From an optimization exercise on the open Yosys and OpenROAD flow, aimed at small area and a short achievable clock period; shortcuts taken in it are not production practice.
At most, simulation tests tie the RTL to the original design; equivalence was not proved.
Function not checked in runs 2 to 4: the RTL went through the layout flow alone.
Power is estimated from default activity; no workload was simulated.

==> flow/design.v <==
module PE_count (
    activation_in,
    weight_in,
    partial_out
);
input      [9-1:0]     activation_in;
input      [9-1:0]     weight_in;
output     [4-1:0]     partial_out;
PE_popcount PE_popcount (.m(activation_in ~^ weight_in), .partial(partial_out));
endmodule
module PE_popcount (
    m,
    partial
);
input      [9-1:0]     m;
output     [4-1:0]     partial;
function [1:0] fa;   
    input x, y, z;
    fa = {(x & y) | (x & z) | (y & z), x ^ y ^ z};
endfunction
wire       [1:0]       f1 = fa(m[0], m[1], m[2]);
wire       [1:0]       f2 = fa(m[3], m[4], m[5]);
wire       [1:0]       f3 = fa(m[6], m[7], m[8]);
wire       [1:0]       f4 = fa(f1[0], f2[0], f3[0]);     
wire       [1:0]       f5 = fa(f1[1], f2[1], f3[1]);     
assign partial = {f5[1], f5[0], f4[1], f4[0]};
endmodule
module PE (
    partial_in,
    psum_in,
    psum_out,
    e_out
);
parameter WIDTH = 14;
input      [4-1:0]     partial_in;
input      [WIDTH-1:0] psum_in;
output     [WIDTH-1:0] psum_out;
output reg [4-1:0]     e_out;
always @(*) begin
    case (partial_in)
        4'b0000: e_out = 4'd11;   
        4'b0001: e_out = 4'd12;
        4'b0010: e_out = 4'd13;
        4'b0011: e_out = 4'd14;
        4'b0100: e_out = 4'd13;
        4'b0101: e_out = 4'd14;
        4'b0110: e_out = 4'd15;
        4'b0111: e_out = 4'd0;
        4'b1000: e_out = 4'd15;
        4'b1001: e_out = 4'd0;
        4'b1010: e_out = 4'd1;
        4'b1011: e_out = 4'd2;
        4'b1100: e_out = 4'd1;
        4'b1101: e_out = 4'd2;
        4'b1110: e_out = 4'd3;
        default: e_out = 4'd4;
    endcase
end
wire       [WIDTH-2:0] u = psum_in[WIDTH-1:1];
wire                   b = psum_in[0];
wire       [4:0]       c;
wire       [3:0]       lo;
assign c[0] = b;
genvar i;
generate
    for (i = 0; i < 4; i = i + 1) begin : LO
        assign lo[i]  = u[i] ^ e_out[i] ^ c[i];
        assign c[i+1] = (u[i] & e_out[i]) | (u[i] & c[i]) | (e_out[i] & c[i]);
    end
endgenerate
wire                   up = c[4] & ~e_out[3];
wire                   dn = ~c[4] & e_out[3];
wire       [WIDTH-6:0] hi = u[WIDTH-2:4];
wire       [WIDTH-5:0] all1, all0;
wire       [WIDTH-6:0] hi_out;
assign all1[0] = 1'b1;
assign all0[0] = 1'b1;
generate
    for (i = 0; i < WIDTH-5; i = i + 1) begin : HI
        assign all1[i+1]  = all1[i] & hi[i];
        assign all0[i+1]  = all0[i] & ~hi[i];
        assign hi_out[i]  = hi[i] ^ ((up & all1[i]) | (dn & all0[i]));
    end
endgenerate
assign psum_out = {hi_out, lo, ~b};
endmodule
module PE_quick (
    e_in,
    valid_in,
    psum_in,
    psum_out
);
parameter WIDTH = 14;
input      [4-1:0]     e_in;
input                  valid_in;       
input      [WIDTH-1:0] psum_in;
output     [WIDTH-1:0] psum_out;
wire       [4:0]       lo;
wire                   up, dn;
wire       [WIDTH-6:0] hi_up, hi_dn;
PE_quick_lo PE_quick_lo (.e_in(e_in), .psum_in(psum_in[4:0]), .lo(lo), .up(up), .dn(dn));
PE_quick_hi #(.WIDTH(WIDTH)) PE_quick_hi (.hi(psum_in[WIDTH-1:5]), .hi_up(hi_up), .hi_dn(hi_dn));
PE_quick_pick #(.WIDTH(WIDTH)) PE_quick_pick (
    .e_in(e_in), .valid_in(valid_in), .lo(lo), .up(up), .dn(dn),
    .hi(psum_in[WIDTH-1:5]), .hi_up(hi_up), .hi_dn(hi_dn), .psum_out(psum_out)
);
endmodule
module PE_quick_lo (
    e_in,
    psum_in,
    lo,
    up,
    dn
);
input      [4-1:0]     e_in;
input      [4:0]       psum_in;
output     [4:0]       lo;
output                 up, dn;
wire       [6:0]       t = {2'b00, psum_in} + {{2{e_in[3]}}, e_in, 1'b1};    
assign lo = t[4:0];
assign up = ~t[6] & t[5];
assign dn = t[6];
endmodule
module PE_quick_hi (
    hi,
    hi_up,
    hi_dn
);
parameter WIDTH = 14;
input      [WIDTH-6:0] hi;
output     [WIDTH-6:0] hi_up, hi_dn;
assign hi_up = hi + 1'b1;
assign hi_dn = hi - 1'b1;
endmodule
module PE_quick_pick (
    e_in,
    valid_in,
    lo,
    up,
    dn,
    hi,
    hi_up,
    hi_dn,
    psum_out
);
parameter WIDTH = 14;
input      [4-1:0]     e_in;
input                  valid_in;
input      [4:0]       lo;
input                  up, dn;
input      [WIDTH-6:0] hi, hi_up, hi_dn;
output     [WIDTH-1:0] psum_out;
wire       [WIDTH-1:0] full = {up ? hi_up : (dn ? hi_dn : hi), lo};
assign psum_out = valid_in ? full : {{WIDTH-5{e_in[3]}}, e_in, 1'b1};
endmodule
module PE_fast (
    activation_in,
    weight_in,
    psum_in,
    psum_out
);
parameter WIDTH = 14;
input      [9-1:0]     activation_in;
input      [9-1:0]     weight_in;
input      [WIDTH-1:0] psum_in;
output     [WIDTH-1:0] psum_out;
wire       [10*WIDTH-1:0] candidates;
PE_candidates #(.WIDTH(WIDTH)) PE_candidates (.psum_in(psum_in), .candidates(candidates));
wire       [7*WIDTH-1:0] x;    
wire       [4*WIDTH-1:0] y;    
genvar s;
generate
    for (s = 0; s < 7; s = s + 1) begin : X
        wire [4-1:0] c;
        PE_count3 #(.COPY(s)) count_c (.a(activation_in[8:6]), .w(weight_in[8:6]), .one_hot(c));
        PE_pick4 #(.WIDTH(WIDTH)) pick (.one_hot(c), .in(candidates[s*WIDTH +: 4*WIDTH]),
                                        .out(x[s*WIDTH +: WIDTH]));
    end
    for (s = 0; s < 4; s = s + 1) begin : Y
        wire [4-1:0] b;
        PE_count3 #(.COPY(s)) count_b (.a(activation_in[5:3]), .w(weight_in[5:3]), .one_hot(b));
        PE_pick4 #(.WIDTH(WIDTH)) pick (.one_hot(b), .in(x[s*WIDTH +: 4*WIDTH]),
                                        .out(y[s*WIDTH +: WIDTH]));
    end
endgenerate
wire       [4-1:0]     a;
PE_count3 #(.COPY(0)) count_a (.a(activation_in[2:0]), .w(weight_in[2:0]), .one_hot(a));
PE_pick4 #(.WIDTH(WIDTH)) pick (.one_hot(a), .in(y), .out(psum_out));
endmodule
module PE_count3 (
    a,
    w,
    one_hot
);
parameter COPY = 0;
input      [3-1:0]     a, w;
output reg [4-1:0]     one_hot;
wire       [3-1:0]     m = a ~^ w;
always @(*) begin
    case (m)
        3'b000:                   one_hot = 4'b0001;
        3'b001, 3'b010, 3'b100:   one_hot = 4'b0010;
        3'b011, 3'b101, 3'b110:   one_hot = 4'b0100;
        default:                  one_hot = 4'b1000;
    endcase
end
endmodule
module PE_pick4 (
    one_hot,
    in,
    out
);
parameter WIDTH = 14;
input      [4-1:0]     one_hot;
input      [4*WIDTH-1:0] in;
output     [WIDTH-1:0] out;
assign out = ({WIDTH{one_hot[0]}} & in[0 +: WIDTH]) | ({WIDTH{one_hot[1]}} & in[WIDTH +: WIDTH]) |
             ({WIDTH{one_hot[2]}} & in[2*WIDTH +: WIDTH]) | ({WIDTH{one_hot[3]}} & in[3*WIDTH +: WIDTH]);
endmodule
module PE_candidates (
    psum_in,
    candidates
);
parameter WIDTH = 14;
input      [WIDTH-1:0] psum_in;
output reg [10*WIDTH-1:0] candidates;
integer p;
always @(*) begin
    for (p = 0; p < 10; p = p + 1)
        candidates[p*WIDTH +: WIDTH] = psum_in + 2 * p - 9;
end
endmodule
module PE_column (
    clk_in,
    rst_in,
    cleared_in,
    active_in,
    activation_in,
    load_in,
    data_in,
    count_out,
    e_out,
    psum_out,
    sum_out
);
parameter WIDTH = 14;
parameter FIRST = 0;
input                    clk_in;
input                    rst_in;
input                    cleared_in;      
input                    active_in;       
input      [9-1:0]       activation_in;   
input                    load_in;         
input      [9-1:0]       data_in;
output     [3-1:0]       count_out;
output     [4-1:0]       e_out;           
output     [4*WIDTH-1:0] psum_out;        
output     [WIDTH-1:0]   sum_out;         
reg        [9-1:0]       weight_r;
wire       [9-1:0]       weight_next = ({9{load_in}} & data_in) | ({9{~load_in}} & weight_r);
reg        [2-1:0]       count_r;
reg                      full_r;
wire       [3-1:0]       count = {full_r, {2{~cleared_in}} & count_r};
wire       [3-1:0]       count_next = (active_in && !count[2]) ? count + 3'd1 : count;
reg        [WIDTH-1:0]   psum_r [0:3];
wire       [WIDTH-1:0]   oldest = {WIDTH{full_r}} & psum_r[3];
wire       [WIDTH-1:0]   sum;
always @(posedge clk_in) begin
    weight_r <= weight_next;
end
generate
    if (FIRST) begin : F
        assign e_out = 4'd0;
        PE_fast #(.WIDTH(WIDTH)) PE (
            .activation_in(activation_in),
            .weight_in(weight_r),
            .psum_in(oldest),
            .psum_out(sum)
        );
    end
    else begin : N
        wire [4-1:0] e;
        reg  [4-1:0] e_r;
        PE_count PE_count (
            .activation_in(activation_in),
            .weight_in(weight_next),
            .partial_out(e)
        );
        always @(posedge clk_in) begin
            e_r <= e;
        end
        PE #(.WIDTH(WIDTH)) PE (
            .partial_in(e_r),
            .psum_in(oldest),
            .psum_out(sum),
            .e_out(e_out)
        );
    end
endgenerate
always @(posedge clk_in) begin
    count_r <= count_next[1:0];
    full_r  <= rst_in & count_next[2];
end
always @(posedge clk_in) begin
    if (active_in) begin
        psum_r[0] <= sum;
        psum_r[1] <= psum_r[0];
        psum_r[2] <= psum_r[1];
        psum_r[3] <= psum_r[2];
    end
end
assign count_out = count;
assign psum_out = {psum_r[3], psum_r[2], psum_r[1], psum_r[0]};
assign sum_out  = sum;
endmodule
module top (
    clk_in,
    rst_in,
    data_in,
    load_weight_in,
    in_valid_in,
    pop_in,
    sum_out
);
parameter WIDTH = 14;
parameter O_CH = 64;
input                            clk_in, rst_in;
input      [9-1:0]               data_in;
input                            load_weight_in;
input                            in_valid_in;
input                            pop_in;
output     [WIDTH-1:0]           sum_out;
reg        [O_CH-1:0]            weight_row_r;     
reg        [O_CH-1:0]            next_row_r;       
wire       [O_CH-1:0]            next2_row;        
reg        [3-1:0]               ctl_count_r;      
reg                              ctl_active_r;     
reg        [4-1:0]               pixel_r;          
reg        [WIDTH-1:0]           out_r;
reg                              cleared_r;        
reg        [9-1:0]               activation_r [1:O_CH-2];
reg                              in_valid_r   [1:O_CH-1];   
wire       [4*WIDTH-1:0]         row_psum  [0:O_CH-1];
wire       [3-1:0]               row_count [0:O_CH-1];
wire       [4-1:0]               row_e     [0:O_CH-1];
wire       [WIDTH-1:0]           row_sum   [0:O_CH-1];
wire                             row_active [0:O_CH-1];
always @(posedge clk_in) begin
    weight_row_r <= load_weight_in ? {weight_row_r[O_CH-2:0], weight_row_r[O_CH-1]}
                                   : {{O_CH-1{1'b0}}, 1'b1};
end
integer m;
always @(posedge clk_in) begin
    cleared_r <= ~rst_in;
    activation_r[1] <= data_in;
    for (m = 2; m <= O_CH-2; m = m + 1) begin
        activation_r[m] <= activation_r[m-1];
    end
    in_valid_r[1] <= in_valid_in;
    for (m = 2; m <= O_CH-1; m = m + 1) begin
        in_valid_r[m] <= row_active[m-1];
    end
end
genvar k;
generate
    for (k = 0; k < O_CH; k = k + 1) begin : ROW
        assign row_active[k] = (k == 0) ? in_valid_in : in_valid_r[(k == 0) ? 1 : k] & ~cleared_r;
        PE_column #(.WIDTH(WIDTH), .FIRST(k == 0)) PE_column (
            .clk_in(clk_in),
            .rst_in(rst_in),
            .cleared_in(cleared_r),
            .active_in(row_active[k]),
            .activation_in((k <= 1) ? data_in : activation_r[(k <= 1) ? 1 : k-1]),
            .load_in(load_weight_in && weight_row_r[k]),
            .data_in(data_in),
            .count_out(row_count[k]),
            .e_out(row_e[k]),
            .psum_out(row_psum[k]),
            .sum_out(row_sum[k])
        );
    end
endgenerate
always @(posedge clk_in) begin
    next_row_r  <= !pop_in ? {{O_CH-1{1'b0}}, 1'b1} :
                   pixel_r[2] ? {next_row_r[O_CH-2:0], next_row_r[O_CH-1]} : next_row_r;
    pixel_r     <= pop_in ? {pixel_r[2:0], pixel_r[3]} : 4'b0001;
end
assign next2_row = pixel_r[2] ? {next_row_r[O_CH-2:0], next_row_r[O_CH-1]} : next_row_r;
wire       [3-1:0]               pre_count;
wire                             pre_active, pre_active_above;
wire       [(O_CH-1)*3-1:0]      all_count;
wire       [O_CH-2:0]            all_active, all_active_above;
generate
    for (k = 1; k < O_CH; k = k + 1) begin : GATHER_CTL
        assign all_count[(k-1)*3 +: 3]  = row_count[k];
        assign all_active[k-1]          = row_active[k];
        assign all_active_above[k-1]    = (k == 1) ? 1'b0 : row_active[(k == 1) ? 0 : k-1];
    end
endgenerate
read_ctl #(.ROWS(O_CH-1)) read_ctl (
    .select(next2_row[O_CH-1:1]),
    .count_in(all_count), .active_in(all_active), .above_in(all_active_above),
    .count_out(pre_count), .active_out(pre_active), .above_out(pre_active_above)
);
always @(posedge clk_in) begin
    ctl_active_r <= rst_in & (next2_row[1] ? in_valid_in : pre_active_above);
    if (!rst_in) ctl_count_r <= 3'd0;
    else if (pre_active && !pre_count[2]) ctl_count_r <= pre_count + 3'd1;
    else ctl_count_r <= pre_count;
end
wire       [4*WIDTH-1:0]         sel_psum;
wire       [4-1:0]               sel_e;
wire       [3-1:0]               sel_count = ctl_count_r;
wire                             sel_active = ctl_active_r;
wire       [(O_CH-1)*4*WIDTH-1:0] all_psum;
wire       [(O_CH-1)*4-1:0]      all_e;
generate
    for (k = 1; k < O_CH; k = k + 1) begin : GATHER
        assign all_psum[(k-1)*4*WIDTH +: 4*WIDTH] = row_psum[k];
        assign all_e[(k-1)*4 +: 4]                = row_e[k];
    end
endgenerate
read_mux #(.WIDTH(WIDTH), .ROWS(O_CH-1)) read_mux (
    .select(next_row_r[O_CH-1:1]),
    .psum_in(all_psum), .e_in(all_e),
    .psum_out(sel_psum), .e_out(sel_e)
);
wire       [WIDTH-1:0]           sel_sum;
PE_quick #(.WIDTH(WIDTH)) PE_quick (
    .e_in(sel_e),
    .valid_in(sel_count[2]),
    .psum_in(sel_psum[4*WIDTH-1:3*WIDTH]),
    .psum_out(sel_sum)
);
wire       [4-1:0]               next_slot = {pixel_r[3], pixel_r[0], pixel_r[1], pixel_r[2]};
wire       [WIDTH-1:0]           early;
wire                             take_row0_sum, take_sel_sum;
read_terms #(.WIDTH(WIDTH)) read_terms (
    .rst_in(rst_in), .pop_in(pop_in), .row0_in(next_row_r[0]), .slot_in(next_slot),
    .row0_psum(row_psum[0]), .row0_count(row_count[0]), .row0_active(in_valid_in),
    .sel_psum(sel_psum), .sel_count(sel_count), .sel_active(sel_active),
    .early(early), .take_row0_sum(take_row0_sum), .take_sel_sum(take_sel_sum)
);
always @(posedge clk_in) begin
    out_r <= early | ({WIDTH{take_row0_sum}} & row_sum[0]) | ({WIDTH{take_sel_sum}} & sel_sum);
end
assign sum_out = out_r;
endmodule
module read_mux (
    select,
    psum_in,
    e_in,
    psum_out,
    e_out
);
parameter WIDTH = 14;
parameter ROWS = 63;
localparam D = 4*WIDTH + 4;   
input      [ROWS-1:0]            select;
input      [ROWS*4*WIDTH-1:0]    psum_in;
input      [ROWS*4-1:0]          e_in;
output     [4*WIDTH-1:0]         psum_out;
output     [4-1:0]               e_out;
wire       [64*D-1:0]            rows;
wire       [64-1:0]              sel = {{64-ROWS{1'b0}}, select};
genvar r;
generate
    for (r = 0; r < 64; r = r + 1) begin : ROW
        if (r < ROWS)
            assign rows[r*D +: D] = {e_in[r*4 +: 4], psum_in[r*4*WIDTH +: 4*WIDTH]};
        else
            assign rows[r*D +: D] = {D{1'b0}};
    end
endgenerate
wire       [32*D-1:0]            l1;    
wire       [8*D-1:0]             l2;    
wire       [4*D-1:0]             l3;    
wire       [D-1:0]               l4;
generate
    for (r = 0; r < 32; r = r + 1) begin : L1
        read_aoi #(.D(D)) node (.s0(sel[2*r]), .d0(rows[2*r*D +: D]),
                                .s1(sel[2*r+1]), .d1(rows[(2*r+1)*D +: D]),
                                .y(l1[r*D +: D]));
    end
    for (r = 0; r < 8; r = r + 1) begin : L2
        read_nand4 #(.D(D)) node (.a(l1[4*r*D +: D]), .b(l1[(4*r+1)*D +: D]),
                                  .c(l1[(4*r+2)*D +: D]), .d(l1[(4*r+3)*D +: D]),
                                  .y(l2[r*D +: D]));
    end
    for (r = 0; r < 4; r = r + 1) begin : L3
        read_nor2 #(.D(D)) node (.a(l2[2*r*D +: D]), .b(l2[(2*r+1)*D +: D]),
                                 .y(l3[r*D +: D]));
    end
endgenerate
read_nand4 #(.D(D)) L4 (.a(l3[0 +: D]), .b(l3[D +: D]), .c(l3[2*D +: D]), .d(l3[3*D +: D]),
                        .y(l4));
assign {e_out, psum_out} = l4;
endmodule
module read_ctl (
    select,
    count_in,
    active_in,
    above_in,
    count_out,
    active_out,
    above_out
);
parameter ROWS = 63;
input      [ROWS-1:0]            select;
input      [ROWS*3-1:0]          count_in;
input      [ROWS-1:0]            active_in, above_in;
output reg [3-1:0]               count_out;
output reg                       active_out, above_out;
integer r;
always @(*) begin
    count_out  = 3'd0;
    active_out = 1'b0;
    above_out  = 1'b0;
    for (r = 0; r < ROWS; r = r + 1) begin
        count_out  = count_out  | ({3{select[r]}} & count_in[r*3 +: 3]);
        active_out = active_out | (select[r] & active_in[r]);
        above_out  = above_out  | (select[r] & above_in[r]);
    end
end
endmodule
module read_aoi (s0, d0, s1, d1, y);
parameter D = 1;
input            s0, s1;
input  [D-1:0]   d0, d1;
output [D-1:0]   y;
assign y = ~(({D{s0}} & d0) | ({D{s1}} & d1));
endmodule
module read_nand4 (a, b, c, d, y);
parameter D = 1;
input  [D-1:0]   a, b, c, d;
output [D-1:0]   y;
assign y = ~(a & b & c & d);
endmodule
module read_nor2 (a, b, y);
parameter D = 1;
input  [D-1:0]   a, b;
output [D-1:0]   y;
assign y = ~(a | b);
endmodule
module read_terms (
    rst_in,
    pop_in,
    row0_in,
    slot_in,
    row0_psum,
    row0_count,
    row0_active,
    sel_psum,
    sel_count,
    sel_active,
    early,
    take_row0_sum,
    take_sel_sum
);
parameter WIDTH = 14;
input                            rst_in, pop_in, row0_in;
input      [4-1:0]               slot_in;
input      [4*WIDTH-1:0]         row0_psum, sel_psum;
input      [3-1:0]               row0_count, sel_count;
input                            row0_active, sel_active;
output     [WIDTH-1:0]           early;
output                           take_row0_sum, take_sel_sum;
function [WIDTH-1:0] kept;    
    input [4*WIDTH-1:0] psum;
    input [3-1:0]       count;
    input               active;
    input [4-1:0]       slot;
    reg   [WIDTH-1:0]   v;
    integer j;
    begin
        v = {WIDTH{1'b0}};
        for (j = 0; j < 4; j = j + 1) begin
            if (!active && count > j)
                v = v | ({WIDTH{slot[j]}} & psum[j*WIDTH +: WIDTH]);
            if (active && j > 0 && count > j - 1)
                v = v | ({WIDTH{slot[j]}} & psum[(j-1)*WIDTH +: WIDTH]);
        end
        kept = v;
    end
endfunction
wire       [4-1:0]               slot = pop_in ? slot_in : 4'b1000;
wire                             use_row0 = !pop_in || row0_in;
assign early = {WIDTH{rst_in}} &
               (use_row0 ? kept(row0_psum, row0_count, row0_active, slot)
                         : kept(sel_psum, sel_count, sel_active, slot));
assign take_row0_sum = rst_in & use_row0 & row0_active & slot[0];
assign take_sel_sum  = rst_in & !use_row0 & sel_active & slot[0];
endmodule
==> flow/flow/run.sh <==
#!/bin/bash
# Layout: the standard ORFS flow (standard.sh) with these changes to how
# the layout is made; the SDC (clock period, I/O delays, loads) is the standard flow's.
#  - repair_timing aims for extra setup slack, so the achieved period shrinks,
#    and may swap cells across footprints;
#  - the clock tree uses larger sink clusters and no dummy loads;
#  - the port buffers are buf_4 cells.
# ORFS's own logs are in orfs/logs; make's output is in orfs_make.log.
set -euo pipefail
bash standard.sh \
    SETUP_SLACK_MARGIN=9.0 \
    MATCH_CELL_FOOTPRINT=0 \
    BUFFER_PORTS_ARGS="-buffer_cell sky130_fd_sc_hd__buf_4" \
    CTS_ARGS="-sink_clustering_enable -repair_clock_nets -dont_use_dummy_load -sink_clustering_size 24 -sink_clustering_max_diameter 108" \
    finish > orfs_make.log 2>&1
==> flow/standard.sh <==
#!/bin/bash
# synth_recipe.tcl (not shown) runs the flow's synth.tcl, then flattens the netlist and writes it again
# the make line also repeats each setting of config.mk as NAME=value (left out here)
make -C /OpenROAD-flow-scripts/flow DESIGN_CONFIG=/design/flow/config.mk WORK_HOME=/design/flow/orfs CLKGATE_MAP_FILE= SYNTH_SCRIPT=/design/flow/synth_recipe.tcl "${@:-finish}"
==> flow/config.mk <==
export PLATFORM = sky130hd
export DESIGN_NAME = top
export DESIGN_NICKNAME = top
export VERILOG_FILES = /design/flow/design.v
export SDC_FILE = /design/flow/constraint.sdc
export NUM_CORES = 8
export LEC_CHECK = 0
export CAP_MARGIN = 20
export CORE_MARGIN = 2
export CORE_UTILIZATION = 40
export SLEW_MARGIN = 20
export SYNTH_HIERARCHICAL = 1
export TNS_END_PERCENT = 10
==> flow/constraint.sdc <==
create_clock -name core_clock -period 13.0 [get_ports {clk_in}]
set_input_delay 2.6000 -clock core_clock [delete_from_list [all_inputs] [get_ports {clk_in}]]
set_output_delay 2.6000 -clock core_clock [all_outputs]
set_load 0.01 [all_outputs]
==> results of run 1 <==
[per-stage QoR]
stage,area (um^2),hold WS [ns],instances
floorplan,243000,0.350,17200
global placement,248000,0.354,24700
detailed placement,248000,0.355,24700
CTS,257000,0.317,25000
global route,260000,0.318,25100
finish,260000,0.310,25200
[how the worst max path moves through the flow]
stage / end / cells past startpoint / start
finish: out_r[13] / 10 / next_row_r[63]
global route: out_r[7] / 18 / ROW[39].PE_column.N.e_r[1]
CTS: ctl_count_r[0] / 9 / pixel_r[2]
detailed placement: out_r[6] / 17 / ROW[40].PE_column.N.e_r[0]
global placement: out_r[7] / 17 / ROW[40].PE_column.N.e_r[0]
floorplan: ROW[22].PE_column.N.e_r[0] / 8 / load_weight_in
[power by group through the flow]
stage	combinational [mW]	sequential, mW	clock, mW
floorplan	3.09	19.3	0
global placement	4.35	19.6	0
detailed placement	4.44	19.6	0
CTS	4.71	19.2	9.21
global route	5.41	19.2	9.72
finish	5.02	19.2	9.05
[layout make-up]
class / instances / area [um^2] / area share
timing repair inverter: 1 / 5.00 / 0.0000192
timing repair buffer: 548 / 5370 / 0.0206
multi-input combinational: 9858 / 90300 / 0.347
tap: 8036 / 10100 / 0.0386
antenna: 28 / 70.1 / 0.000269
sequential: 5376 / 144000 / 0.553
inverter: 1057 / 3980 / 0.0153
clock buffer: 264 / 6610 / 0.0254
[registers in the layout, indices dropped and copies added, names as in the netlist, named ones only]
register	flops
cleared_r	1
ROW.PE_column.full_r	64
ctl_active_r	1
pixel_r	4
ROW.PE_column.psum_r	3584
ROW.PE_column.N.e_r	252
weight_row_r	64
ctl_count_r	3
next_row_r	64
ROW.PE_column.weight_r	567
activation_r	558
ROW.PE_column.count_r	128
out_r	14
in_valid_r	63
[cells in the final DEF (no fill, tap or decap), types with 306 or more instances in the layout]
master    count
fa_1        549
nand2_1     306
a22oi_2     554
dfxtp_1    1627
and2_1     1044
inv_1      1021
mux2_2      567
a22oi_1    1702
ha_1        368
nor2_1      366
nand4_1     573
buf_4       410
edfxtp_1   3593
xnor2_1    1065
[critical path, cell delays in order (launching register included)]
cell and delay [ns]:
dfxtp_2 0.51, buf_6 0.33, a22oi_2 0.22, nand4_1 0.32, nor2_2 0.85, nand4_1 0.55, nand2_1 0.20, o21ai_0 0.08
o21ai_0 0.60, a32oi_1 0.24, a221o_1 0.30
[routing by layer]
layer | wire [um] | track usage | vias to the layer above | part of all wire
met2 | 330000 | 0.357 | 6676 | 0.43
met4 | 35800 | 0.0913 | 14 | 0.047
met3 | 74500 | 0.0569 | 1166 | 0.097
li1 | - | - | 62400 | -
met5 | 504 | 0.00407 | - | 0.00066
met1 | 327000 | 0.340 | 75100 | 0.43
[what timing repair did]
item	CTS	global route
gates cloned	27	18
pin swaps	89	135
buffers inserted	85	74
setup endpoints to repair	409	429
gates resized for setup	512	393
==> impl_results.md, run 1 <==
- Outcome: no timing/DRC/antenna violations
- WP data required: between 10 and 15 ns
- Final Hold Viols: 0
- R2R Path End: out_r[13]
- Sw Pwr: 8.87 mW
- Max Fclk: 229 MHz
- Flop pwr share: 0.577
- Pre-CTS WS: 6.46 ns
- Clock Skew: 0.100 ns
- Tightest Pin Transition: 1.43 ns
- Detailed placement HPWL: 545000 um
- Die Footprint: 611000 um^2
- Worst Path Max Fanout: 41
- Flop-to-flop setup slack: 8.63 ns
- Max Cap Viol: 0
- Worst slew margin: 0.0497
- Hold WC Path Type: reg -> reg
- Initial Util: 0.401
- DRT iter0 DRCs: between 15000 and 20000
- Internal power: 24.4 mW
- Clock slew at reported path FFs: about 0.1 ns
- Ratio of cells with drive above 1 in the final layout: 0.185
- Final total power: 33.3 mW
- GR Util All Layers: 0.240
- Min cycle time layout: 4.37 ns
- R2R Path Start: next_row_r[63]
- R2R depth: 10
- Wire per inst: between 30 and 40 um
- GRT overflow: 0
- H-tree depth: 5
- Post-layout util: 0.432
- Largest net degree at the start of global routing: 64
- FILL cells: 54600
- Clock tree buffer depth: 4
- Port bufs: 27
- # IOs: 28
- Syn Area/Cell: approximately 14 um^2
- Yosys warns: 29
- Worst skew pair latency: between 1 and 1.5 ns
- Post-DRT Antenna Nets: 0
- Clock buffer count from CTS: 264
- Critical path arrival: 5.24 ns
- Detailed Route WL: 767000 um
- Pwr per Cell Area: between 100 and 150 nW/um^2
- Hold path cells: 0
- Unrepaired setup endpoints after global routing: yes
- Synth Cell Area: 242000 um^2
- CP Class: reg -> reg
- Row count: around 290
- CORE AREA: around 600000 um^2
- Hold Startpoint: activation_r[10][2]
- Hold EP: activation_r[11][2]
- CTS Hold Bufs: 0
- Antenna violations before repair: 66
- # setup viols final: 0
- Clock Sinks: 5376
- Via density: 5.78
- Max VDD drop: 0.0979 mV
- Worst setup EP type: flop
- DRT Pass-1 Iters: 8
- Comb power frac: 0.151
- CTS tree: built
- TNS Setup: 0 ns
- Slew Limit Fails: 0
- First-pass GRT wire length: around 1100000 um
- Clock network power share: 0.272
- Tcrit/Tclk final: 0.336
- Horiz. Die Dim: 781 um
- Via Count: 145000
- Area grow syn2layout: 7.63%
- Switch share: 0.266
- Nets: between 15000 and 20000
- Startpoint Class: flop
- Vias in the first global route: 140000
- Syn Inst Count: 17100
- Die Y: 781 um
- GPL Wtd Cong: 1.00
- Root buf cell: clkbuf_16
- DRC Markers: 0
- Leak: 89.2 nW
- Setup ws final: 8.63 ns
==> inputs of run 2 (changes only) <==
--- a/flow/design.v
+++ b/flow/design.v
@@ -464,5 +464,5 @@
 wire       [64*D-1:0]            rows;
 wire       [64-1:0]              sel = {{64-ROWS{1'b0}}, select};
-genvar r;
+genvar r, b;
 generate
     for (r = 0; r < 64; r = r + 1) begin : ROW
@@ -479,7 +479,9 @@
 generate
     for (r = 0; r < 32; r = r + 1) begin : L1
-        read_aoi #(.D(D)) node (.s0(sel[2*r]), .d0(rows[2*r*D +: D]),
-                                .s1(sel[2*r+1]), .d1(rows[(2*r+1)*D +: D]),
-                                .y(l1[r*D +: D]));
+        for (b = 0; b < 3; b = b + 1) begin : S
+            read_aoi #(.D(D/3)) node (.s0(sel[2*r]), .d0(rows[2*r*D + b*(D/3) +: D/3]),
+                                      .s1(sel[2*r+1]), .d1(rows[(2*r+1)*D + b*(D/3) +: D/3]),
+                                      .y(l1[r*D + b*(D/3) +: D/3]));
+        end
     end
     for (r = 0; r < 8; r = r + 1) begin : L2
--- a/flow/flow/run.sh
+++ b/flow/flow/run.sh
@@ -12,4 +12,4 @@
     MATCH_CELL_FOOTPRINT=0 \
     BUFFER_PORTS_ARGS="-buffer_cell sky130_fd_sc_hd__buf_4" \
-    CTS_ARGS="-sink_clustering_enable -repair_clock_nets -dont_use_dummy_load -sink_clustering_size 24 -sink_clustering_max_diameter 108" \
+    CTS_ARGS="-sink_clustering_enable -repair_clock_nets -dont_use_dummy_load -sink_clustering_size 22 -sink_clustering_max_diameter 105" \
     finish > orfs_make.log 2>&1
--- a/flow/config.mk
+++ b/flow/config.mk
@@ -6,8 +6,8 @@
 export NUM_CORES = 8
 export LEC_CHECK = 0
-export CAP_MARGIN = 20
+export CAP_MARGIN = 30
 export CORE_MARGIN = 2
 export CORE_UTILIZATION = 40
-export SLEW_MARGIN = 20
+export SLEW_MARGIN = 30
 export SYNTH_HIERARCHICAL = 1
 export TNS_END_PERCENT = 10
==> run 2 against run 1 <==
Compared with the run above: critical path depth rose by 3; setup slack worse by 0.089 ns; area after synthesis fell by 1.5%; largest cell class unchanged; maximum frequency fell by 2.0%; total power decreased by 0.47%; sequential power hardly changed; sequential share of layout area is 0.45 points higher; register-to-register slack got worse by 0.09 ns; synthesized cell count shrank 0.37%; final area fell by 0.81%; clock skew up 0.0027 ns.
==> impl_results.md, run 2 <==
- Die Y: 776 um (-0.76%)
- # setup viols final: 0 (unchanged)
- Detailed placement HPWL: 534000 um (-1.9%)
- Antenna violations before repair: 68 (+3.0%)
- R2R depth: 13 (+3)
- Initial Util: 0.401 (about the same)
- Startpoint Class: flop
- Switch share: 0.259 (-0.00747)
- DRT iter0 DRCs: 18800 (+0.82%)
- Die Footprint: 601000 um^2 (-1.5%)
- Synth Cell Area: 238000 um^2 (-1.5%)
- GRT overflow: 0 (unchanged)
- Pwr per Cell Area: 128 nW/um^2 (+0.35%)
- Tightest Pin Transition: 1.21 ns (-0.212 ns)
- Max Cap Viol: 0 (unchanged)
- Yosys warns: 29 (unchanged)
- DRT Pass-1 Iters: 10 (+2)
- Vias in the first global route: 138000 (-1.9%)
- Row count: 283 (-0.70%)
- Clock buffer count from CTS: 284 (+7.6%)
- Final total power: 33.1 mW (-0.47%)
- Syn Area/Cell: 14.0 um^2 (-1.2%)
- Tcrit/Tclk final: 0.343 (+0.00682)
- Clock Sinks: 5376 (unchanged)
- Most frequent cells in the layout: edfxtp_1, a22oi_1, dfxtp_1
- Hold EP: activation_r[23][1]
- Slew Limit Fails: 0 (unchanged)
- Largest register FFs: 3584 (unchanged)
- Sw Pwr: 8.58 mW (-3.3%)
- Commonest non-fill, non-tap cell in the layout: edfxtp_1
- Port bufs: 27 (unchanged)
- Syn Inst Count: 17000 (-0.37%)
- Detailed Route WL: 752000 um (-2.1%)
- Clock slew at reported path FFs: 0.09 ns (about the same)
- Unrepaired setup endpoints after global routing: yes
- Via Count: 144000 (-0.62%)
- Flop pwr share: 0.577 (about the same)
- Final Cell Area: 258000 um^2 (-0.81%)
- R2R Path End: out_r[13]
- Via density: 5.80 (+0.40%)
- DRC Markers: 0 (unchanged)
- Pre-CTS WS: 6.78 ns (+0.313 ns)
- Layout Cells excl Fill: 24900 (-1.0%)
- Max Fclk: 224 MHz (-2.0%)
- # IOs: 28 (unchanged)
- Post-DRT Antenna Nets: 0 (unchanged)
- CORE AREA: 593000 um^2 (-1.5%)
- Wire per inst: 30.2 um (-1.1%)
- Flop-to-flop setup slack: 8.54 ns (-0.09 ns)
- Clock tree buffer depth: 4 (unchanged)
- Area grow syn2layout: 8.41%
- Worst skew pair latency: 1.03 ns (about the same)
- First-pass GRT wire length: 1040000 um (-2.4%)
- Worst Path Max Fanout: 56 (+37%)
- R2R Path Start: next_row_r[50]
- WP data required: 13.86 ns (about the same)
- Worst slew margin: 0.188 (+0.138)
- Nets: 18000 (-0.35%)
- Root buf cell: clkbuf_16
- Dpl cells: 24400 (-0.99%)
- GR Util All Layers: 0.237 (-0.00270)
- Setup ws final: 8.54 ns (-0.0887 ns)
- CTS tree: built
- Ratio of cells with drive above 1 in the final layout: 0.162 (-0.0223)
- Leak: 88.9 nW (-0.38%)
- Comb power frac: 0.141 (-0.010)
- Final Hold Viols: 0 (unchanged)
- H-tree depth: 5 (unchanged)
- FILL cells: 53500 (-1.9%)
- Largest regs: ROW.PE_column.psum_r x3584, ROW.PE_column.weight_r x567, activation_r x558
- Hold path cells: 0 (unchanged)
- Clock network power share: 0.282 (+0.010)
- Clock Skew: 0.103 ns (+0.00265 ns)
- Min cycle time layout: 4.46 ns (+0.0887 ns)
- Critical path arrival: 5.32 ns (+0.08 ns)
- CTS Hold Bufs: 0 (unchanged)
- Horiz. Die Dim: 776 um (-0.76%)
- Most flop-heavy register: ROW.PE_column.psum_r
- GPL Wtd Cong: 0.983 (-2.0%)
- TNS Setup: 0 ns (unchanged)
- Outcome: no timing/DRC/antenna violations
- CP Class: reg -> reg
- Placed Instance Area: 246000 um^2 (-0.89%)
- Worst setup EP type: flop
- Largest net degree at the start of global routing: 129 (+100%)
- Hold WC Path Type: reg -> reg
- Max VDD drop: 0.114 mV (+17%)
- Internal power: 24.5 mW (+0.55%)
- Hold Startpoint: activation_r[22][1]
-- run 2: power by group through the flow --
stage          logic, mW  registers, mW  clock network (mW)
2_1_floorplan       3.05           19.3                   0
3_3_place_gp        4.16           19.5                   0
3_5_place_dp        4.24           19.5                   0
4_1_cts             4.41           19.1                9.52
5_1_grt             5.05           19.2                10.0
6_report            4.65           19.1                9.35
-- run 2: how the worst max path moves through the flow --
stage | from | endpoint | slack (ns)
2_1_floorplan | load_weight_in | ROW[22].PE_column.N.e_r[0] | 8.29
6_report | next_row_r[50] | out_r[13] | 8.54
4_1_cts | ROW[60].PE_column.N.e_r[0] | ROW[60].PE_column.psum_r[0][13] | 8.80
5_1_grt | ROW[53].PE_column.N.e_r[0] | out_r[11] | 8.61
3_5_place_dp | load_weight_in | ROW[33].PE_column.N.e_r[0] | 6.78
3_3_place_gp | load_weight_in | ROW[33].PE_column.N.e_r[0] | 6.80
-- run 2: area by class of cell --
| class | instances | area, um^2 | share of cell area |
|---|---|---|---|
| Timing Repair inverter | 1 | 5.00 | 0.0000194 |
| Sequential cell | 5376 | 144000 | 0.557 |
| Antenna cell | 34 | 85.1 | 0.000330 |
| Inverter | 1057 | 3980 | 0.0154 |
| Timing Repair Buffer | 471 | 4750 | 0.0184 |
| Clock buffer | 284 | 7110 | 0.0275 |
| Tap cell | 7837 | 9810 | 0.0380 |
| Multi-Input combinational cell | 9852 | 88500 | 0.343 |
-- run 2: what timing repair did --
action / in CTS / in global routing
pin swaps: 64 / 127
hold endpoints to repair: 0 / 0
gates cloned: 16 / 12
setup buffers: 67 / 62
endpoints found under the setup margin: 405 / 370
resized for setup: 505 / 365
-- run 2: metal layers --
layer	global-route usage	up-vias	part of all wire
li1	-	62300	-
met1	0.335	74300	0.42
met2	0.362	6658	0.44
met3	0.0464	1224	0.093
met4	0.0912	18	0.050
met5	0	-	0.00016
-- run 2: critical path, stage by stage (launching register included) --
cell	delay, ns
dfxtp_2	0.43
buf_8	0.25
a22oi_1	0.37
nand4_1	0.40
nor2_2	0.51
nand4_1	0.31
ha_1	0.45
nand2b_2	0.11
a21oi_2	0.08
or3_4	0.40
mux2i_4	0.26
nand2b_4	0.24
o211ai_2	0.08
a221o_1	0.34
-- run 2: through the flow --
stage,hold WS [ns],utilization
after global placement,0.356,0.414
after detailed placement,0.356,0.414
after CTS,0.271,0.431
after global routing,0.309,0.435
after floorplan,0.350,-
final,0.277,0.435
==> inputs of run 3 (changes only) <==
--- a/flow/design.v
+++ b/flow/design.v
@@ -333,4 +333,6 @@
 reg        [O_CH-1:0]            weight_row_r;     
 reg        [O_CH-1:0]            next_row_r;       
+reg        [O_CH-1:0]            next_row_b_r;     
+reg        [O_CH-1:0]            next_row_c_r;     
 wire       [O_CH-1:0]            next2_row;        
 reg        [3-1:0]               ctl_count_r;      
@@ -384,4 +386,8 @@
     next_row_r  <= !pop_in ? {{O_CH-1{1'b0}}, 1'b1} :
                    pixel_r[2] ? {next_row_r[O_CH-2:0], next_row_r[O_CH-1]} : next_row_r;
+    next_row_b_r <= !pop_in ? {{O_CH-1{1'b0}}, 1'b1} :
+                   pixel_r[2] ? {next_row_b_r[O_CH-2:0], next_row_b_r[O_CH-1]} : next_row_b_r;
+    next_row_c_r <= !pop_in ? {{O_CH-1{1'b0}}, 1'b1} :
+                   pixel_r[2] ? {next_row_c_r[O_CH-2:0], next_row_c_r[O_CH-1]} : next_row_c_r;
     pixel_r     <= pop_in ? {pixel_r[2:0], pixel_r[3]} : 4'b0001;
 end
@@ -422,5 +428,5 @@
 endgenerate
 read_mux #(.WIDTH(WIDTH), .ROWS(O_CH-1)) read_mux (
-    .select(next_row_r[O_CH-1:1]),
+    .select({next_row_c_r[O_CH-1:1], next_row_b_r[O_CH-1:1], next_row_r[O_CH-1:1]}),
     .psum_in(all_psum), .e_in(all_e),
     .psum_out(sel_psum), .e_out(sel_e)
@@ -457,5 +463,5 @@
 parameter ROWS = 63;
 localparam D = 4*WIDTH + 4;   
-input      [ROWS-1:0]            select;
+input      [3*ROWS-1:0]          select;      
 input      [ROWS*4*WIDTH-1:0]    psum_in;
 input      [ROWS*4-1:0]          e_in;
@@ -463,5 +469,7 @@
 output     [4-1:0]               e_out;
 wire       [64*D-1:0]            rows;
-wire       [64-1:0]              sel = {{64-ROWS{1'b0}}, select};
+wire       [3*64-1:0]            sel = {{64-ROWS{1'b0}}, select[2*ROWS +: ROWS],
+                                        {64-ROWS{1'b0}}, select[ROWS +: ROWS],
+                                        {64-ROWS{1'b0}}, select[0 +: ROWS]};
 genvar r, b;
 generate
@@ -480,6 +488,6 @@
     for (r = 0; r < 32; r = r + 1) begin : L1
         for (b = 0; b < 3; b = b + 1) begin : S
-            read_aoi #(.D(D/3)) node (.s0(sel[2*r]), .d0(rows[2*r*D + b*(D/3) +: D/3]),
-                                      .s1(sel[2*r+1]), .d1(rows[(2*r+1)*D + b*(D/3) +: D/3]),
+            read_aoi #(.D(D/3)) node (.s0(sel[b*64 + 2*r]), .d0(rows[2*r*D + b*(D/3) +: D/3]),
+                                      .s1(sel[b*64 + 2*r+1]), .d1(rows[(2*r+1)*D + b*(D/3) +: D/3]),
                                       .y(l1[r*D + b*(D/3) +: D/3]));
         end
==> run 3 against run 2 <==
Compared with the run above: synthesized cell count rose by 2.4%; critical path depth is 6 higher; via count grew 3.6%; final area is 2.3% higher; routed wire length grew 9.4%; combinational power grew 6.5%; sequential cell count rose by 128.
==> impl_results.md, run 3 <==
- Min cycle time layout: 4.55 ns (+0.0914 ns)
- Clock Sinks: 5504 (+2.4%)
- Worst Path Max Fanout: 5 (-91%)
- Critical Path Start: ROW[36].PE_column.N.e_r[0]
- Setup ws final: 8.45 ns (-0.0914 ns)
- Tightest Pin Transition: 1.19 ns (-0.0239 ns)
- Port bufs: 27 (unchanged)
- Pre-CTS WS: 6.71 ns (-0.0682 ns)
- Wire per inst: 32.0 um (+6.1%)
- Startpoint Class: flop
- Outcome: no timing/DRC/antenna violations
- # setup viols final: 0 (unchanged)
- Worst path bufs/invs: 6 (+5)
- Largest register FFs: 3584 (unchanged)
- Yosys warns: 29 (unchanged)
- Placed Instance Area: 251000 um^2 (+2.2%)
- Critical path arrival: 5.44 ns (+0.12 ns)
- Largest regs: ROW.PE_column.psum_r x3584, ROW.PE_column.weight_r x567, activation_r x558
- Most frequent cells in the layout: edfxtp_1, a22oi_1, dfxtp_1
- Clock tree buffer depth: 4 (unchanged)
- DRC Markers: 0 (unchanged)
- Antenna violations before repair: 63 (-7.4%)
- Hold WC Path Type: reg -> reg
- GR Util All Layers: 0.258 (+0.0211)
- R2R Path End: out_r[9]
- Root buf cell: clkbuf_16
- Synth Cell Area: 243000 um^2 (+2.0%)
- DRT Pass-1 Iters: 10 (unchanged)
- Via density: 5.83 (+0.53%)
- TNS Setup: 0 ns (unchanged)
- Hold Startpoint: activation_r[45][3]
- DRT iter0 DRCs: 19800 (+5.1%)
- Syn Inst Count: 17400 (+2.4%)
- Detailed Route WL: 822000 um (+9.4%)
- R2R Path Start: ROW[36].PE_column.N.e_r[0]
- H-tree depth: 5 (unchanged)
- Hold path cells: 0 (unchanged)
- Pwr per Cell Area: 129 nW/um^2 (+0.74%)
- Largest net degree at the start of global routing: 66 (-49%)
- Ratio of cells with drive above 1 in the final layout: 0.163 (+0.00103)
- CORE AREA: 606000 um^2 (+2.1%)
- FILL cells: 54900 (+2.5%)
- GRT overflow: 0 (unchanged)
- Die Footprint: 613000 um^2 (+2.0%)
- Area grow syn2layout: 8.72%
- Max VDD drop: 0.112 mV (-2.2%)
- Nets: 18500 (+2.9%)
- Worst slew margin: 0.204 (+0.0160)
- Worst skew pair latency: 1.04 ns (about the same)
- Post-DRT Antenna Nets: 0 (unchanged)
- Final total power: 34.1 mW (+3.0%)
- Clock slew at reported path FFs: 0.09 ns (about the same)
- CP Class: reg -> reg
- Crit-path slowest cell: nand4_1
- Cell chain of the critical path: inv_2 -> ha_4 -> inv_2 -> a21o_1 -> o21a_4 -> inv_4 -> a22oi_2 -> nand4_1 -> nor2_4 -> nand4_1 -> buf_6 -> buf_4 -> ha_4 -> or3_4 -> mux2i_4 -> nand2b_4 -> buf_12 -> o211ai_4 -> a221o_1
- Initial Util: 0.401 (about the same)
- Tcrit/Tclk final: 0.350 (+0.00703)
- Final Hold Viols: 0 (unchanged)
- CTS tree: built
- Commonest non-fill, non-tap cell in the layout: edfxtp_1
- WP data required: 13.88 ns (+0.02 ns)
- Slew Limit Fails: 0 (unchanged)
- Max Fclk: 220 MHz (-2.0%)
- Worst setup EP type: flop
- Flop-to-flop setup slack: 8.45 ns (-0.09 ns)
- Most flop-heavy register: ROW.PE_column.psum_r
- CP peak stage delay: 0.55 ns (+0.04 ns)
- Unrepaired setup endpoints after global routing: yes
- R2R depth: 19 (+6)
- Clock Skew: 0.126 ns (+0.0232 ns)
- Vias in the first global route: 145000 (+5.2%)
- First-pass GRT wire length: 1130000 um (+8.8%)
- Hold WS: 0.327 ns (+0.0494 ns)
- GPL Wtd Cong: 1.01 (+2.3%)
- Via Count: 150000 (+3.6%)
- Max Cap Viol: 0 (unchanged)
- CTS Hold Bufs: 0 (unchanged)
- Horiz. Die Dim: 783 um (+0.99%)
- Leak: 91.1 nW (+2.5%)
- Detailed placement HPWL: 595000 um (+11%)
- Clock buffer count from CTS: 291 (+2.5%)
- Syn Area/Cell: 13.9 um^2 (-0.42%)
- Hold EP: activation_r[46][3]
- Row count: 286 (+1.1%)
- Die Y: 783 um (+0.99%)
- # IOs: 28 (unchanged)
- Crit path max-delay family: simple AND/OR/NAND/NOR gates
- Final Cell Area: 264000 um^2 (+2.3%)
-- run 3: final cells by class --
type | instances | area (um^2) | share of cell area
clock buffers | 291 | 7280 | 0.0276
well taps | 8064 | 10100 | 0.0382
diodes | 32 | 80.1 | 0.000303
multi-input cells | 10100 | 90500 | 0.343
flip-flops and latches | 5504 | 146000 | 0.554
repair buffers | 606 | 5630 | 0.0213
repair inverters | 1 | 5.00 | 0.0000190
inverters | 1057 | 4010 | 0.0152
-- run 3: worst max-delay path by stage --
stage / to / cells past startpoint / slack [ns]
6_report: out_r[9] / 19 / 8.45
5_1_grt: out_r[9] / 19 / 8.50
4_1_cts: sum_out[13] / 1 / 8.71
3_5_place_dp: ROW[51].PE_column.N.e_r[0] / 7 / 6.71
3_3_place_gp: ROW[43].PE_column.N.e_r[0] / 7 / 6.73
2_1_floorplan: ROW[22].PE_column.N.e_r[0] / 8 / 8.29
-- run 3: worst reg2reg max path: cells and delay by family (launching register included) --
kind / cells / cell delay [ns]
buf+inv: 6 / 0.59
fa+ha+maj: 2 / 0.32
mux: 1 / 0.20
flops: 1 / 0.36
compound gates: 5 / 1.02
simple gates: 5 / 1.89
-- run 3: power by group --
part,switching [mW],internal [mW],leakage (nW)
logic,2.91,2.03,39.5
clock network,5.60,4.01,3.59
registers,0.445,19.1,48.0
-- run 3: what timing repair did --
action	CTS	global route
cloned	25	4
endpoints found under the setup margin	357	317
endpoints found under the hold margin	0	0
setup buffers	100	63
pin swaps	92	116
gates resized for setup	569	299
-- run 3: metrics by stage --
stage	instances	util
2_1_floorplan	17500	-
3_5_place_dp	25100	0.415
4_1_cts	25600	0.432
3_3_place_gp	25100	0.415
6_report	25700	0.436
5_1_grt	25600	0.436
-- run 3: layer usage --
| metal | vias to the layer above | global-route usage | share of wire |
|---|---|---|---|
| met3 | 1283 | 0.0601 | 0.099 |
| met4 | 22 | 0.136 | 0.062 |
| met5 | - | 0.000783 | 0.00032 |
| met2 | 7218 | 0.386 | 0.43 |
| li1 | 63800 | - | - |
| met1 | 77300 | 0.350 | 0.40 |
==> inputs of run 4 (changes only) <==
--- a/flow/design.v
+++ b/flow/design.v
@@ -86,5 +86,5 @@
 endmodule
 module PE_quick (
-    e_in,
+    partial_in,
     valid_in,
     psum_in,
@@ -92,8 +92,10 @@
 );
 parameter WIDTH = 14;
-input      [4-1:0]     e_in;
+input      [4-1:0]     partial_in;     
 input                  valid_in;       
 input      [WIDTH-1:0] psum_in;
 output     [WIDTH-1:0] psum_out;
+wire       [4-1:0]     e_in;           
+PE_lookup PE_lookup (.partial_in(partial_in), .e_out(e_in));
 wire       [4:0]       lo;
 wire                   up, dn;
@@ -106,4 +108,31 @@
 );
 endmodule
+module PE_lookup (
+    partial_in,
+    e_out
+);
+input      [4-1:0]     partial_in;
+output reg [4-1:0]     e_out;
+always @(*) begin
+    case (partial_in)
+        4'b0000: e_out = 4'd11;   
+        4'b0001: e_out = 4'd12;
+        4'b0010: e_out = 4'd13;
+        4'b0011: e_out = 4'd14;
+        4'b0100: e_out = 4'd13;
+        4'b0101: e_out = 4'd14;
+        4'b0110: e_out = 4'd15;
+        4'b0111: e_out = 4'd0;
+        4'b1000: e_out = 4'd15;
+        4'b1001: e_out = 4'd0;
+        4'b1010: e_out = 4'd1;
+        4'b1011: e_out = 4'd2;
+        4'b1100: e_out = 4'd1;
+        4'b1101: e_out = 4'd2;
+        4'b1110: e_out = 4'd3;
+        default: e_out = 4'd4;
+    endcase
+end
+endmodule
 module PE_quick_lo (
     e_in,
@@ -290,9 +319,10 @@
             e_r <= e;
         end
+        assign e_out = e_r;
         PE #(.WIDTH(WIDTH)) PE (
             .partial_in(e_r),
             .psum_in(oldest),
             .psum_out(sum),
-            .e_out(e_out)
+            .e_out()
         );
     end
@@ -434,5 +464,5 @@
 wire       [WIDTH-1:0]           sel_sum;
 PE_quick #(.WIDTH(WIDTH)) PE_quick (
-    .e_in(sel_e),
+    .partial_in(sel_e),
     .valid_in(sel_count[2]),
     .psum_in(sel_psum[4*WIDTH-1:3*WIDTH]),
--- a/flow/config.mk
+++ b/flow/config.mk
@@ -6,8 +6,8 @@
 export NUM_CORES = 8
 export LEC_CHECK = 0
-export CAP_MARGIN = 30
+export CAP_MARGIN = 20
 export CORE_MARGIN = 2
 export CORE_UTILIZATION = 40
-export SLEW_MARGIN = 30
+export SLEW_MARGIN = 20
 export SYNTH_HIERARCHICAL = 1
 export TNS_END_PERCENT = 10
==> run 4 against run 3 <==
Compared with the run above: the layout now fails its checks (max-capacitance violations, max-slew violations); clock-buffer cell count is 2 higher; setup slack worse by 0.23 ns; combinational power fell by 9.9%; sequential share of layout area increased by 0.30 points; final area shrank 0.66%; critical endpoint is now out_r[13]; critical path depth fell by 6.
==> impl_results.md, run 4 <==
- Ratio of cells with drive above 1 in the final layout: 0.146 (-0.0175)
- Comb power frac: 0.132 (-0.013)
- Die Y: 783 um (about the same)
- CTS tree: built
- Clock Skew: 0.0850 ns (-0.0411 ns)
- Horiz. Die Dim: 783 um (about the same)
- CTS Hold Bufs: 0 (unchanged)
- Final Cell Area: 262000 um^2 (-0.66%)
- Crit-path most repeated cell: nand4_1
- DRT Pass-1 Iters: 7 (-3)
- Startpoint Class: flop
- Clock tree buffer depth: 4 (unchanged)
- Via Count: 149000 (-0.25%)
- Nets: 18400 (-0.66%)
- Tightest Pin Transition: 1.52 ns (+0.329 ns)
- Crit path max-delay family: simple AND/OR/NAND/NOR gates
- Largest register FFs: 3584 (unchanged)
- Multi-input combinational cell area: 89800 um^2 (-0.85%)
- Dpl cells: 25100 (-0.17%)
- Vias in the first global route: 144000 (-0.77%)
- Worst skew pair latency: 1.03 ns (about the same)
- Final Hold Viols: 0 (unchanged)
- CORE AREA: 605000 um^2 (about the same)
- Clock slew at reported path FFs: 0.09 ns (about the same)
- Port bufs: 27 (unchanged)
- First-pass GRT wire length: 1110000 um (-1.7%)
- Register Area: 146000 um^2 (-0.12%)
- DRC Markers: 0 (unchanged)
- Leak: 90.2 nW (-0.97%)
- Hold WC Path Type: reg -> reg
- Detailed Route WL: 811000 um (-1.4%)
- Clock buffer count from CTS: 293 (+0.69%)
- GR Util All Layers: 0.252 (-0.00587)
- H-tree depth: 5 (unchanged)
- Root buf cell: clkbuf_16
- Worst path bufs/invs: 2 (-4)
- Slew Limit Fails: 5 (+5)
- WP data required: 13.88 ns (about the same)
- Sw Pwr: 8.66 mW (-3.4%)
- Pwr per Cell Area: 128 nW/um^2 (-0.67%)
- Wire per inst: 31.7 um (-0.88%)
- CP peak stage delay: 0.88 ns (+0.33 ns)
- Outcome: complete, but fails checks
- Area grow syn2layout: 8.04%
- Die Footprint: 613000 um^2 (about the same)
- Placed Instance Area: 251000 um^2 (about the same)
- Syn Inst Count: 17400 (-0.27%)
- DRT iter0 DRCs: 19800 (+0.0051%)
- Largest net degree at the start of global routing: 119 (+80%)
- Max Fclk: 209 MHz (-4.9%)
- Critical path arrival: 5.66 ns (+0.22 ns)
- Worst setup EP type: flop
- Flop pwr share: 0.582 (+0.009)
- Post-DRT Antenna Nets: 0 (unchanged)
- Row count: 286 (unchanged)
- Blocking Checks: max-capacitance violations, max-slew violations
- Max VDD drop: 0.105 mV (-6.0%)
- Most flop-heavy register: ROW.PE_column.psum_r
- Detailed placement HPWL: 580000 um (-2.6%)
- # IOs: 28 (unchanged)
- Min cycle time layout: 4.78 ns (+0.233 ns)
- Max Cap Viol: 4 (+4)
- Antenna violations before repair: 44 (-30%)
- CP Class: reg -> reg
- Syn Area/Cell: 14.0 um^2 (+0.23%)
- Clock network power share: 0.286 (+0.004)
- Switch share: 0.257 (-0.00550)
- Synth Cell Area: 243000 um^2 (about the same)
- Layout Cells excl Fill: 25500 (-0.50%)
- Tcrit/Tclk final: 0.368 (+0.0179)
- Largest regs: ROW.PE_column.psum_r x3584, ROW.PE_column.weight_r x567, activation_r x558
- Internal power: 25.0 mW (-0.59%)
- FILL cells: 54700 (-0.44%)
- Final total power: 33.7 mW (-1.3%)
- TNS Setup: 0 ns (unchanged)
- Most frequent cells in the layout: edfxtp_1, a22oi_1, dfxtp_1
- Crit-path slowest cell: nor2_2
- GPL Wtd Cong: 1.06 (+5.8%)
- Commonest non-fill, non-tap cell in the layout: edfxtp_1
- Unrepaired setup endpoints after global routing: yes
- Initial Util: 0.401 (about the same)
- GRT overflow: 0 (unchanged)
- Via density: 5.84 (+0.26%)
- Worst Path Max Fanout: 18 (+13)
- # setup viols final: 0 (unchanged)
- Clock Sinks: 5504 (unchanged)
- Worst slew margin: -0.0165 (-0.220)
- Cell chain of the critical path: buf_4 -> a22oi_1 -> nand4_1 -> nor2_2 -> nand4_1 -> inv_1 -> ha_1 -> nand2b_1 -> or3b_1 -> xnor2_1 -> mux2i_2 -> o211ai_2 -> a221o_1
- Yosys warns: 30 (+3.4%)
run 4: changes by cell type in the layout (fill, tap and decap cells not counted), sizes merged, moves of 5 or more:
cell,change
ha,+5
inv,-59
and2,-10
clkbuf,+7
buf,-79
run 4: path summary, 6_finish.rpt:
check / cells past startpoint / endpoint / from / slack, ns
hold / removal: 0 / activation_r[9][7] / activation_r[8][7] / 0.31
setup / recovery: 13 / out_r[13] / next_row_c_r[46] / 8.22
setup reg to reg: 13 / out_r[13] / next_row_c_r[46] / 8.22
hold reg to reg: 0 / activation_r[9][7] / activation_r[8][7] / 0.31
run 4: power groups by stage:
stage | Sequential [mW] | Combinational, mW | Clock [mW]
after global routing | 19.6 | 4.89 | 10.3
after floorplan | 19.7 | 3.00 | 0
after global placement | 20.0 | 4.05 | 0
after CTS | 19.6 | 4.24 | 9.78
after detailed placement | 20.0 | 4.14 | 0
final | 19.6 | 4.46 | 9.62
run 4: cell type report:
class,instances,area share
Clock buffer,293,0.0280
Inverter,998,0.0143
Timing Repair Buffer,532,0.0192
Tap cell,8064,0.0385
Sequential cell,5504,0.558
Multi-Input combinational cell,10100,0.342
Antenna cell,31,0.000296
Timing Repair inverter,1,0.0000191
run 4: worst reg2reg max path, stage by stage (launching register included):
cell,delay [ns]
dfxtp_1,0.44
buf_4,0.31
a22oi_1,0.31
nand4_1,0.36
nor2_2,0.88
nand4_1,0.62
inv_1,0.27
ha_1,0.23
nand2b_1,0.12
or3b_1,0.39
xnor2_1,0.15
mux2i_2,0.18
o211ai_2,0.11
a221o_1,0.33
run 4: repair_timing:
item | in CTS | in global routing
gates cloned | 15 | 9
resized for setup | 196 | 357
pin swaps | 30 | 133
setup endpoints to repair | 373 | 447
setup buffers | 19 | 65
run 4: metrics by stage:
step / utilization / hold WS [ns] / setup WS [ns]
after CTS: 0.429 / 0.313 / 8.47
after floorplan: - / 0.350 / 8.29
after global routing: 0.433 / 0.326 / 8.38
after detailed placement: 0.415 / 0.356 / 6.84
after global placement: 0.415 / 0.353 / 6.88
final: 0.433 / 0.311 / 8.22
run 4: routing by layer:
layer  part of all wire  track usage  wire length [um]
met4              0.056        0.114             45000
met3              0.099       0.0625             80300
met5            0.00090      0.00384               733
met1               0.41        0.340            329000
met2               0.44        0.385            356000

==> re-timing with driven ports <==
How much do the figures lean on ideal ports? The routed layouts below were timed once more, with nothing changed but the port constraints.
Step 1 sets driving cells, clkbuf_16 on the clock port and buf_2 on the other inputs (assumed; they add their load-dependent delay and slew).
Step 2 moves the port delays by t, midway between the first and last clock arrival at a register: inputs arrive t later, outputs are due t later. That takes back most of the time a late clock gives input paths.
a / b / c = ideal / step 1 / step 2; a / b = the first two.
run	t (ns)	setup WS [ns]	worst slew at a driven data input, ns
run 1	1.090	8.629 / 8.495 / 7.405	0.40
run 2	1.091	8.540 / 8.302 / 7.211	0.68
run 3	1.109	8.448 / 8.341 / 7.232	0.80
run 4	1.133	8.216 / 8.216 / 7.216	0.73
For run 2, which loses most, drivers alone change the setup slack by -0.238 ns; drivers and shift together by -1.329 ns.
